Source: an optimization exercise on an open RTL-to-GDS flow (aim: small area). Production flows keep margins and buffers that such runs may drop.
Where RTL was checked, it was by simulation tests only, not by an equivalence proof against the original.
The clock port is modelled as an ideal driver; clocking choices that lean on that would not hold on a real chip.
Power is estimated from default activity; no workload was simulated.

==> trial 19 <==
==> flow/design.v <==
`timescale 1ns / 1ps
module pp_fa(input a, input b, input c, output s, output co);
    assign s  = a ^ b ^ c;
    assign co = (a & b) | (a & c) | (b & c);
endmodule
module pp_ha(input a, input b, output s, output co);
    assign s  = a ^ b;
    assign co = a & b;
endmodule
module pp_bop1(input v, input nx, input ny, input zg, input gz, output br, output bg);
    wire f = ~(v ? nx : ny);
    assign br = f;
    assign bg = f | (zg & gz);
endmodule
module pp_bop2(input v, input nx, input ny, input zr, input zg, input gz, output br, output bg);
    wire f = ~(v ? nx : ny);
    assign br = f | (zr & gz);
    assign bg = f | (zg & gz);
endmodule
module pp_bop0(input v, input nx, input ny, output b);
    assign b = ~(v ? nx : ny);
endmodule
module pp_majn(input a, input bn, input c, output m);
    assign m = (a & ~bn) | (a & c) | (~bn & c);
endmodule
module pp_omux(input s, input P, input Q, input yn, output o);
    assign o = (s ? P : Q) | ~yn;
endmodule
module process(Rout,Gout,Bout,OKout,Rin,Gin,Bin,operation,value,clka,reset,OKin);
input clka,reset,OKin;
input [7:0]Rin,Gin,Bin,value;
input [2:0]operation;
output reg [7:0]Rout,Gout,Bout;
output reg OKout;
wire en = OKin & ~reset;
wire op_inc = (operation == 3'd0);
wire op_dec = (operation == 3'd1);
wire op_gry = (operation == 3'd2);
wire op_red = (operation == 3'd3);
wire op_grn = (operation == 3'd4);
wire op_blu = (operation == 3'd5);
wire op_thr = (operation == 3'd6);
wire op_inv = (operation == 3'd7);
wire s0a, c0a, s0b, c0b, w0, c0c;
pp_fa f0a(Rin[5], Rin[6], Gin[4], s0a, c0a);
pp_fa f0b(Gin[6], Bin[4], Bin[5], s0b, c0b);
pp_fa f0c(s0a, s0b, Bin[6], w0, c0c);
wire s1a, c1a, s1b, c1b, s1c, c1c, s1d, c1d, w1, c1e;
pp_fa f1a(Rin[6], Rin[7], Gin[5], s1a, c1a);
pp_fa f1b(Gin[7], Bin[5], Bin[6], s1b, c1b);
pp_fa f1c(Bin[7], c0a, c0b, s1c, c1c);
pp_fa f1d(s1a, s1b, s1c, s1d, c1d);
pp_ha h1e(s1d, c0c, w1, c1e);
wire s2a, c2a, s2b, c2b, s2c, c2c, w2, c2d;
pp_fa f2a(Rin[7], Gin[6], Bin[6], s2a, c2a);
pp_fa f2b(Bin[7], c1a, c1b, s2b, c2b);
pp_fa f2c(c1c, c1d, c1e, s2c, c2c);
pp_fa f2d(s2a, s2b, s2c, w2, c2d);
wire s3a, c3a, s3b, c3b, w3, c3c;
pp_fa f3a(Gin[7], Bin[7], c2a, s3a, c3a);
pp_fa f3b(c2b, c2c, c2d, s3b, c3b);
pp_ha h3c(s3a, s3b, w3, c3c);
wire w4, c4a;
pp_fa f4a(c3a, c3b, c3c, w4, c4a);
wire [5:0] W = {c4a, w4, w3, w2, w1, w0};
wire op_gz = op_gry | op_thr;
wire bx = ~(op_dec | op_gz);
wire by = ~(op_inc | op_gz);
wire [7:0] br, bg;
wire [8:0] Rc, Gc, Bc;
wire [8:0] Rs, Gs, Bs;
wire [6:0] Z = Rs[8:2];
pp_bop0 bop0(value[0], ~bx, ~by, br[0]);
assign bg[0] = br[0];
pp_bop1 bop1(value[1], ~bx, ~by, Z[0], op_gz, br[1], bg[1]);
genvar m;
generate
    for (m = 2; m < 8; m = m + 1) begin : bop
        pp_bop2 u(value[m], ~bx, ~by, W[m-2], Z[m-1], op_gz, br[m], bg[m]);
    end
endgenerate
wire cin = by;
assign Rc[0] = cin;
assign Gc[0] = cin;
assign Bc[0] = cin;
genvar j;
generate
    for (j = 0; j < 8; j = j + 1) begin : add
        pp_fa fr(Rin[j], br[j], Rc[j], Rs[j], Rc[j+1]);
        pp_fa fg(Gin[j], bg[j], Gc[j], Gs[j], Gc[j+1]);
        pp_fa fb(Bin[j], bg[j], Bc[j], Bs[j], Bc[j+1]);
    end
endgenerate
assign Rs[8] = Rc[8];
assign Gs[8] = Gc[8];
assign Bs[8] = Bc[8];
wire [7:0] Y = Gs[8:1];
wire [8:0] gt;
assign gt[0] = 1'b0;
assign gt[1] = Y[0] & ~value[0];
genvar i;
generate
    for (i = 1; i < 8; i = i + 1) begin : cmp
        pp_majn u(Y[i], value[i], gt[i], gt[i+1]);
    end
endgenerate
wire white = ~gt[8];
wire rP = en & (op_inc | (op_dec & Rs[8]) | op_red | (op_thr & white));
wire rQ = en & ((op_inc & Rs[8]) | op_inv | (op_thr & white));
wire gP = en & (op_inc | (op_dec & Gs[8]) | op_grn | (op_thr & white));
wire gQ = en & ((op_inc & Gs[8]) | op_inv | (op_thr & white));
wire bP = en & (op_inc | (op_dec & Bs[8]) | op_blu | (op_thr & white));
wire bQ = en & ((op_inc & Bs[8]) | op_inv | (op_thr & white));
wire selY = en & op_gry;
wire [7:0] yn = ~(Y & {8{selY}});
wire [7:0] Rn, Gn, Bn;
genvar k;
generate
    for (k = 0; k < 8; k = k + 1) begin : omux
        pp_omux ur(Rs[k], rP, rQ, yn[k], Rn[k]);
        pp_omux ug(Gs[k], gP, gQ, yn[k], Gn[k]);
        pp_omux ub(Bs[k], bP, bQ, yn[k], Bn[k]);
    end
endgenerate
always @(posedge clka) begin
    OKout <= en;
    Rout <= Rn;
    Gout <= Gn;
    Bout <= Bn;
end
endmodule
==> flow/flow/run.sh <==
#!/bin/bash
# Own layout flow: the standard flow (standard.sh) with these changes:
#  * synthesis is synth_recipe.tcl unchanged except that ABC maps each module for
#    area with area.abc (no buffering/upsizing) instead of ORFS's speed script;
#  * the port buffers are buf_1 instead of the buffer_ports default;
#  * CTS runs without a dummy load, and post_cts.tcl makes its root buffer clkbuf_1;
#  * everything else (floorplan, PDN, taps, CTS, routing) is the standard flow.
set -euo pipefail
WORK=$(pwd)
mkdir -p "$WORK/own"
sed 's#log_cmd abc {\*}$abc_args#log_cmd abc -script $::env(OWN_ABC_SCRIPT) {*}[lrange $abc_args 2 end]#' \
  "$FLOW_HOME/scripts/synth.tcl" > "$WORK/own/synth_mod.tcl"
grep -q OWN_ABC_SCRIPT "$WORK/own/synth_mod.tcl"
export OWN_SYNTH_MOD="$WORK/own/synth_mod.tcl"
export OWN_ABC_SCRIPT="$WORK/flow/area.abc"
export OWN_CLKROOT=sky130_fd_sc_hd__clkbuf_1
bash standard.sh \
  "SYNTH_SCRIPT=$WORK/flow/own_synth.tcl" \
  "BUFFER_PORTS_ARGS=-buffer_cell sky130_fd_sc_hd__buf_1" \
  "CTS_ARGS=-sink_clustering_enable -repair_clock_nets -dont_use_dummy_load" \
  "POST_CTS_TCL=$WORK/flow/post_cts.tcl" \
  finish > "$WORK/standard_flow.log" 2>&1
==> flow/flow/area.abc <==
strash
&get -n
&deepsyn -T 10
&put
&get -n
&dch -f
&nf -R 1000
&put
==> flow/flow/own_synth.tcl <==
# The standard synthesis (synth_recipe.tcl) with one change: ORFS's synth.tcl is used as
# synth_mod.tcl, a copy whose ABC call maps for area with flow/area.abc (written by run.sh).
proc synth {args} { yosys synth -nofsm -noshare {*}$args }
source $::env(OWN_SYNTH_MOD)
# left out here: clear keep_hierarchy, flatten, clean up, hide names made inside functions, write 1_2_yosys.v
==> flow/flow/post_cts.tcl <==
# POST_CTS hook: CTS makes a root clock buffer that drives only the leaf clock buffers,
# which then drive the flip-flops. The root needs little drive, so it becomes the
# smallest clock buffer; placement is legalised again afterwards.
set root [get_cells -quiet clkbuf_0_clka]
if { [llength $root] == 1 } {
  replace_cell $root $::env(OWN_CLKROOT)
  detailed_placement
  estimate_parasitics -placement
  puts "post_cts: root clock buffer is now $::env(OWN_CLKROOT)"
}
==> flow/standard.sh <==
#!/bin/bash
# synth_recipe.tcl (not shown) runs the flow's synth.tcl, then flattens the netlist and writes it again
# the make line also repeats each setting of config.mk as NAME=value (left out here)
make -C /OpenROAD-flow-scripts/flow DESIGN_CONFIG=/design/flow/config.mk WORK_HOME=/design/flow/orfs CLKGATE_MAP_FILE= SYNTH_SCRIPT=/design/flow/synth_recipe.tcl "${@:-finish}"
==> flow/config.mk <==
export PLATFORM = sky130hd
export DESIGN_NAME = process
export DESIGN_NICKNAME = process
export VERILOG_FILES = /design/flow/design.v
export SDC_FILE = /design/flow/constraint.sdc
export NUM_CORES = 4
export LEC_CHECK = 0
export CAP_MARGIN = 20
export CORE_MARGIN = 2
export CORE_UTILIZATION = 55
export SLEW_MARGIN = 20
export SYNTH_HIERARCHICAL = 1
==> flow/constraint.sdc <==
create_clock -name core_clock -period 10.0 [get_ports {clka}]
set_input_delay 2.0000 -clock core_clock [delete_from_list [all_inputs] [get_ports {clka}]]
set_output_delay 2.0000 -clock core_clock [all_outputs]
set_load 0.01 [all_outputs]
==> build 41: changes against trial 19 <==
--- a/flow/design.v
+++ b/flow/design.v
@@ -9,14 +9,4 @@
 endmodule
-module pp_bop1(input v, input nx, input ny, input zg, input gz, output br, output bg);
-    wire f = ~(v ? nx : ny);
-    assign br = f;
-    assign bg = f | (zg & gz);
-endmodule
-module pp_bop2(input v, input nx, input ny, input zr, input zg, input gz, output br, output bg);
-    wire f = ~(v ? nx : ny);
-    assign br = f | (zr & gz);
-    assign bg = f | (zg & gz);
-endmodule
-module pp_bop0(input v, input nx, input ny, output b);
-    assign b = ~(v ? nx : ny);
+module pp_bop(input v, input nx, input ny, input z, input gz, output b);
+    assign b = ~(v ? nx : ny) | (z & gz);
 endmodule
@@ -43,24 +33,31 @@
 wire op_inv = (operation == 3'd7);
-wire s0a, c0a, s0b, c0b, w0, c0c;
-pp_fa f0a(Rin[5], Rin[6], Gin[4], s0a, c0a);
-pp_fa f0b(Gin[6], Bin[4], Bin[5], s0b, c0b);
-pp_fa f0c(s0a, s0b, Bin[6], w0, c0c);
-wire s1a, c1a, s1b, c1b, s1c, c1c, s1d, c1d, w1, c1e;
-pp_fa f1a(Rin[6], Rin[7], Gin[5], s1a, c1a);
-pp_fa f1b(Gin[7], Bin[5], Bin[6], s1b, c1b);
-pp_fa f1c(Bin[7], c0a, c0b, s1c, c1c);
-pp_fa f1d(s1a, s1b, s1c, s1d, c1d);
-pp_ha h1e(s1d, c0c, w1, c1e);
-wire s2a, c2a, s2b, c2b, s2c, c2c, w2, c2d;
-pp_fa f2a(Rin[7], Gin[6], Bin[6], s2a, c2a);
-pp_fa f2b(Bin[7], c1a, c1b, s2b, c2b);
-pp_fa f2c(c1c, c1d, c1e, s2c, c2c);
-pp_fa f2d(s2a, s2b, s2c, w2, c2d);
-wire s3a, c3a, s3b, c3b, w3, c3c;
-pp_fa f3a(Gin[7], Bin[7], c2a, s3a, c3a);
-pp_fa f3b(c2b, c2c, c2d, s3b, c3b);
-pp_ha h3c(s3a, s3b, w3, c3c);
-wire w4, c4a;
-pp_fa f4a(c3a, c3b, c3c, w4, c4a);
-wire [5:0] W = {c4a, w4, w3, w2, w1, w0};
+wire s0a, c0a, s0b, c0b, s0c, c0c, z0, c0d;
+pp_fa f0a(Rin[2], Rin[5], Rin[6], s0a, c0a);
+pp_fa f0b(Gin[4], Gin[6], Bin[4], s0b, c0b);
+pp_fa f0c(s0a, s0b, Bin[5], s0c, c0c);
+pp_ha h0d(s0c, Bin[6], z0, c0d);
+wire s1a, c1a, s1b, c1b, s1c, c1c, s1d, c1d, s1e, c1e, z1, c1f;
+pp_fa f1a(Rin[3], Rin[6], Rin[7], s1a, c1a);
+pp_fa f1b(Gin[5], Gin[7], Bin[5], s1b, c1b);
+pp_fa f1c(Bin[6], Bin[7], c0a, s1c, c1c);
+pp_fa f1d(c0b, c0c, c0d, s1d, c1d);
+pp_fa f1e(s1a, s1b, s1c, s1e, c1e);
+pp_ha h1f(s1e, s1d, z1, c1f);
+wire s2a, c2a, s2b, c2b, s2c, c2c, s2d, c2d, z2, c2e;
+pp_fa f2a(Rin[4], Rin[7], Gin[6], s2a, c2a);
+pp_fa f2b(Bin[6], Bin[7], c1a, s2b, c2b);
+pp_fa f2c(c1b, c1c, c1d, s2c, c2c);
+pp_fa f2d(s2a, s2b, s2c, s2d, c2d);
+pp_fa f2e(s2d, c1e, c1f, z2, c2e);
+wire s3a, c3a, s3b, c3b, s3c, c3c, z3, c3d;
+pp_fa f3a(Rin[5], Gin[7], Bin[7], s3a, c3a);
+pp_fa f3b(c2a, c2b, c2c, s3b, c3b);
+pp_fa f3c(s3a, s3b, c2d, s3c, c3c);
+pp_ha h3d(s3c, c2e, z3, c3d);
+wire s4a, c4a, z4, c4b;
+pp_fa f4a(Rin[6], c3a, c3b, s4a, c4a);
+pp_fa f4b(s4a, c3c, c3d, z4, c4b);
+wire z5, c5a;
+pp_fa f5a(Rin[7], c4a, c4b, z5, c5a);
+wire [6:0] Z = {c5a, z5, z4, z3, z2, z1, z0};
 wire op_gz = op_gry | op_thr;
@@ -68,13 +65,8 @@
 wire by = ~(op_inc | op_gz);
-wire [7:0] br, bg;
-wire [8:0] Rc, Gc, Bc;
-wire [8:0] Rs, Gs, Bs;
-wire [6:0] Z = Rs[8:2];
-pp_bop0 bop0(value[0], ~bx, ~by, br[0]);
-assign bg[0] = br[0];
-pp_bop1 bop1(value[1], ~bx, ~by, Z[0], op_gz, br[1], bg[1]);
+wire [7:0] zb = {Z, 1'b0};
+wire [7:0] b;
 genvar m;
 generate
-    for (m = 2; m < 8; m = m + 1) begin : bop
-        pp_bop2 u(value[m], ~bx, ~by, W[m-2], Z[m-1], op_gz, br[m], bg[m]);
+    for (m = 0; m < 8; m = m + 1) begin : bop
+        pp_bop u(value[m], ~bx, ~by, zb[m], op_gz, b[m]);
     end
@@ -82,2 +74,4 @@
 wire cin = by;
+wire [8:0] Rc, Gc, Bc;
+wire [8:0] Rs, Gs, Bs;
 assign Rc[0] = cin;
@@ -88,5 +82,5 @@
     for (j = 0; j < 8; j = j + 1) begin : add
-        pp_fa fr(Rin[j], br[j], Rc[j], Rs[j], Rc[j+1]);
-        pp_fa fg(Gin[j], bg[j], Gc[j], Gs[j], Gc[j+1]);
-        pp_fa fb(Bin[j], bg[j], Bc[j], Bs[j], Bc[j+1]);
+        pp_fa fr(Rin[j], b[j], Rc[j], Rs[j], Rc[j+1]);
+        pp_fa fg(Gin[j], b[j], Gc[j], Gs[j], Gc[j+1]);
+        pp_fa fb(Bin[j], b[j], Bc[j], Bs[j], Bc[j+1]);
     end
--- a/flow/flow/run.sh
+++ b/flow/flow/run.sh
@@ -1,3 +1,3 @@
 #!/bin/bash
-# Own layout flow: the standard flow (standard.sh) with these changes:
+# Own layout flow: the standard flow (standard.sh) with three changes:
 #  * synthesis is synth_recipe.tcl unchanged except that ABC maps each module for
@@ -5,3 +5,3 @@
 #  * the port buffers are buf_1 instead of the buffer_ports default;
-#  * CTS runs without a dummy load, and post_cts.tcl makes its root buffer clkbuf_1;
+#  * CTS runs without a dummy load;
 #  * everything else (floorplan, PDN, taps, CTS, routing) is the standard flow.
@@ -15,3 +15,2 @@
 export OWN_ABC_SCRIPT="$WORK/flow/area.abc"
-export OWN_CLKROOT=sky130_fd_sc_hd__clkbuf_1
 bash standard.sh \
@@ -20,3 +19,2 @@
   "CTS_ARGS=-sink_clustering_enable -repair_clock_nets -dont_use_dummy_load" \
-  "POST_CTS_TCL=$WORK/flow/post_cts.tcl" \
   finish > "$WORK/standard_flow.log" 2>&1
==> flow/flow/area.abc (replaced) <==
strash
&get -n
&dch -f
&nf -R 1000
&put
removed: flow/flow/post_cts.tcl
==> build 34: changes against trial 19 <==
--- a/flow/flow/run.sh
+++ b/flow/flow/run.sh
@@ -5,3 +5,4 @@
 #  * the port buffers are buf_1 instead of the buffer_ports default;
-#  * CTS runs without a dummy load, and post_cts.tcl makes its root buffer clkbuf_1;
+#  * CTS uses clkbuf_8 buffers without a dummy load, and post_cts.tcl makes its root
+#    buffer clkbuf_1;
 #  * everything else (floorplan, PDN, taps, CTS, routing) is the standard flow.
@@ -19,3 +20,3 @@
   "BUFFER_PORTS_ARGS=-buffer_cell sky130_fd_sc_hd__buf_1" \
-  "CTS_ARGS=-sink_clustering_enable -repair_clock_nets -dont_use_dummy_load" \
+  "CTS_ARGS=-sink_clustering_enable -repair_clock_nets -dont_use_dummy_load -buf_list sky130_fd_sc_hd__clkbuf_8" \
   "POST_CTS_TCL=$WORK/flow/post_cts.tcl" \
==> flow/flow/area.abc (replaced) <==
strash
&get -n
&dch -f
&nf -R 1000
&put
Settings changed: CORE_UTILIZATION 55 to 65, GPL_TIMING_DRIVEN from default to 0.
==> qor summary <==
item                                                           build 41        build 34        trial 19
Run status                                               finished clean  finished clean  finished clean
Fin Hold WS                                                     2.08 ns         1.99 ns         1.92 ns
Total stage count of the critical path                               23              24              29
Number of non-clock inverters in the layout                          11               3               4
Global-route wire length before repair                          7830 µm         7010 µm         7830 µm
Fraction of power consumed by the clock network                   0.130           0.131           0.129
Clock network area share                                         0.0167          0.0131          0.0130
Critical path's largest stage delay                             0.66 ns         0.59 ns         0.57 ns
Sequential Power Share                                            0.273           0.319           0.311
Net Sw Frac                                                       0.401           0.384           0.388
DIE AREA                                                       4390 µm²        3640 µm²        4240 µm²
Fraction of synthesized area in multiplexers                      0.113           0.155           0.156
Tot Pwr                                                          426 µW          355 µW          371 µW
Synthesized Nets                                                    286             270             269
DIE HEIGHT                                                      66.2 µm         60.3 µm         65.1 µm
Number of buffers and inverters on the critical path                  1               1               2
Placeable core region                                          3690 µm²        3030 µm²        3630 µm²
Simple-gate area share of the yosys netlist                       0.119           0.123           0.118
Filler cells                                                        327             229             324
Plain + repair buffers                                               63              62              66
Die outline width                                               66.2 µm         60.3 µm         65.1 µm
Final Cycle Share                                                 0.921           0.928           0.947
RePlAce Congestion                                                0.892           0.880           0.900
Final worst-path setup slack                                   0.789 ns        0.721 ns        0.530 ns
Data-path buffer share of cell area in the final layout          0.0972          0.0978           0.109
Worst path arrival time                                         9.41 ns         9.58 ns         9.69 ns
No functional check of the RTL was part of build 41.

[separate check: timing with driven ports]
How much do the figures lean on ideal ports? The routed layouts below were timed once more, with nothing changed but the port constraints. Step 1 (the two cells are an assumption about what drives the block):
set clk [get_ports {clka}]
set_driving_cell -lib_cell sky130_fd_sc_hd__clkbuf_16 $clk
set_driving_cell -lib_cell sky130_fd_sc_hd__buf_2 [delete_from_list [all_inputs] $clk]
Step 2, shift: input delay + t, output delay - t, t = (earliest + latest rising clock arrival at the registers) / 2. This alone moves slack from input paths to output paths. Slacks: ideal ports / drivers / drivers and shift; pairs: ideal ports / drivers.
| run | shift t [ns] | slack for setup (ns) | hold WS [ns] | slew at the worst register clock pin (ns) | pins driven straight from the clock port |
|---|---|---|---|---|---|
| trial 19 | 0.355 | 0.530 / 0.533 / 0.178 | 1.919 / 1.917 / 2.272 | 0.09 / 0.09 | 1 |
| build 41 | 0.282 | 0.789 / 0.787 / 0.505 | 2.079 / 2.078 / 2.360 | 0.09 / 0.09 | 1 |
| build 34 | 0.366 | 0.721 / 0.720 / 0.354 | 1.987 / 1.990 / 2.356 | 0.08 / 0.08 | 1 |
After both steps setup and hold are still met in every run listed. For build 34, which loses most, drivers alone change the setup slack by -0.001 ns; drivers and shift together by -0.367 ns.
